Context: an optimization exercise on an open-source flow, tuned for small area and a short achievable clock period. The choices shown serve that exercise and are no tape-out recipe.
At most, simulation tests tie the RTL to the original design; equivalence was not proved.
Power and IR drop assume default switching activity.

// CannyEdge
module CannyEdge(dAddrRegRow, dAddrRegCol, bWE, bCE, InData, OutData,
	OPMode, bOPEnable, dReadReg, dWriteReg,	clk, rst_b);
Size in the first run: ~1500 cells after synthesis, ~38 I/O pins, roughly 0.022 mm^2 of cells after synthesis.
clock: 10.0 ns
lec_check: 0
cap_margin: 20
core_margin: 2
core_utilization: 40
slew_margin: 20
standard.sh (not shown) runs the stock make flow with config.mk's settings and CLKGATE_MAP_FILE= SYNTH_SCRIPT=/design/flow/synth_recipe.tcl, a recipe that flattens the netlist after the stock synthesis.
==> flow/flow/run.sh <==
#!/bin/bash
# Layout flow: the standard flow (standard.sh), unchanged synthesis, plus
#  1. fapol.py on the synthesized netlist: full adders are self-dual, so
#     each fa cell may be fed complemented inputs and give complemented
#     outputs; fapol picks the polarities that need the fewest inverters
#     and rewrites the netlist (registers and ports untouched).
#  2. port buffers of a plain buffer cell (buf_2) instead of the default pick,
#  3. the resizer's setup margin raised so repair_timing keeps shortening
#     the critical paths past the 10 ns constraint,
#  4. a clock tree of smaller buffers and no dummy loads.
# Each tool's output goes to a log file in this folder.
set -u
R=orfs/results/${FLOW_PLATFORM:-sky130hd}/CannyEdge/base
export BUFFER_PORTS_ARGS="-buffer_cell sky130_fd_sc_hd__buf_2"
export SETUP_SLACK_MARGIN=${MARGIN:-6.2}
export CTS_ARGS="-sink_clustering_enable -repair_clock_nets -dont_use_dummy_load -buf_list sky130_fd_sc_hd__clkbuf_8 -sink_clustering_size 16 -sink_clustering_max_diameter 60"
bash standard.sh synth > synth.log 2>&1 || exit 1
if python3 flow/fapol.py $R/1_2_yosys.v $R/1_2_yosys_fapol.v > fapol.log 2>&1; then
  cp $R/1_2_yosys.v $R/1_2_yosys_std.v
  cp $R/1_2_yosys_fapol.v $R/1_2_yosys.v
  rm -f $R/1_synth.odb $R/1_synth.sdc
fi
bash standard.sh > standard.log 2>&1
Other scripts of this flow, unchanged in this note and not shown: flow/flow/fapol.py
The baseline ran to the end with no violations.
Rerun with:
--- a/flow/design.v
+++ b/flow/design.v
@@ -471,26 +471,26 @@
 wire g_425 = g_406 ^ g_421 ^ g_408;
 wire g_426 = (g_406 & g_421) | (g_406 & g_408) | (g_421 & g_408);
 wire g_427 = g_410 ^ g_423;
 wire g_428 = g_410 & g_423;
 wire g_429 = g_418 ^ g_420;
 wire g_430 = g_418 & g_420;
 assign gsum0 = {1'b1, 1'b1, g_422, g_412, g_411, g_393, g_367, g_339, g_307, g_273, g_241, g_190, g_172};
 assign gsum1 = {1'b0, g_430, g_424, g_414, g_413, g_370, g_342, g_310, g_280, g_275, g_216, g_211, g_187};
 assign gsum2 = {1'b0, 1'b0, g_428, g_425, g_396, g_372, g_344, g_312, g_278, g_248, g_243, g_213, g_189};
 assign gsum3 = {1'b0, 1'b0, g_426, g_416, g_398, g_395, g_369, g_341, g_309, g_277, g_245, g_215, glow[2]};
 assign gsum4 = {1'b0, 1'b0, g_429, g_427, g_415, g_397, g_371, g_343, g_311, g_279, g_247, g_217, g_191};
-wire signed [10:0] gx_n = {3'b0, x2} + {3'b0, x12} + {2'b0, x7, 1'b0}
-                        - {3'b0, x0} - {3'b0, x10} - {2'b0, x5, 1'b0};
-wire signed [10:0] gy_n = {3'b0, x0} + {3'b0, x2} + {2'b0, x1, 1'b0}
-                        - {3'b0, x10} - {3'b0, x12} - {2'b0, x11, 1'b0};
+wire [10:0] sp = {3'b0, x2} - {3'b0, x10};
+wire [10:0] sq = {3'b0, x12} - {3'b0, x0};
+wire [10:0] gx_n = sp + sq + {2'b0, x7, 1'b0} - {2'b0, x5, 1'b0};
+wire [10:0] gy_n = sp - sq + {2'b0, x1, 1'b0} - {2'b0, x11, 1'b0};
 wire sx = Gx[10], sy = Gy[10];
 wire [10:0] A = Gx ^ {11{sx}};
 wire [10:0] B = Gy ^ {11{sy}};
 wire sg_1 = A[0] ^ B[0] ^ sx;
 wire sg_2 = (A[0] & B[0]) | (A[0] & sx) | (B[0] & sx);
 wire sg_3 = A[1] ^ B[1];
 wire sg_4 = A[1] & B[1];
 wire sg_5 = A[2] ^ B[2];
 wire sg_6 = A[2] & B[2];
 wire sg_7 = A[3] ^ B[3];
 wire sg_8 = A[3] & B[3];
What happened: The new run finished clean; wire length drops by a few percent; total power drops by a few percent; final cell count climbs by a few percent; die area climbs slightly; synthesized cell count climbs by a few percent; global-route usage drops by 0.73 points; via count climbs by a few percent; utilization drops by 0.35 points; worst hold slack improved by 0.0075 ns.
Only the layout flow was run in the second run of this note; the RTL was not checked for function there.

[what the ideal ports hide]
In the flow no input, the clock included, has a driving cell. The finished layouts below were timed again as built, in two steps. Step 1 (the two cells are an assumption about what drives the block):
set clk [get_ports {clk}]
set_driving_cell -lib_cell sky130_fd_sc_hd__clkbuf_16 $clk
set_driving_cell -lib_cell sky130_fd_sc_hd__buf_2 [delete_from_list [all_inputs] $clk]
Step 2 adds t to the input delays and takes it off the output delays; t is the mean of the earliest and latest rising clock arrival at the registers after step 1. Input paths then give back, and output paths get back, about the clock's delay inside the block. Three values: no drivers, after step 1, after step 2; two values: the first two.
run | shift t [ns] | setup WS [ns] | worst setup path after step 2 | worst slew at a driven data input, ns
the first run | 0.704 | 6.190 / 6.190 / 5.562 | input to register | 0.09
the second run | 0.665 | 5.689 / 5.689 / 5.592 | input to register | 0.12
After both steps every run listed still meets setup and hold. For the first run, which loses most, drivers alone change the setup slack by 0.000 ns; drivers and shift together by -0.628 ns.
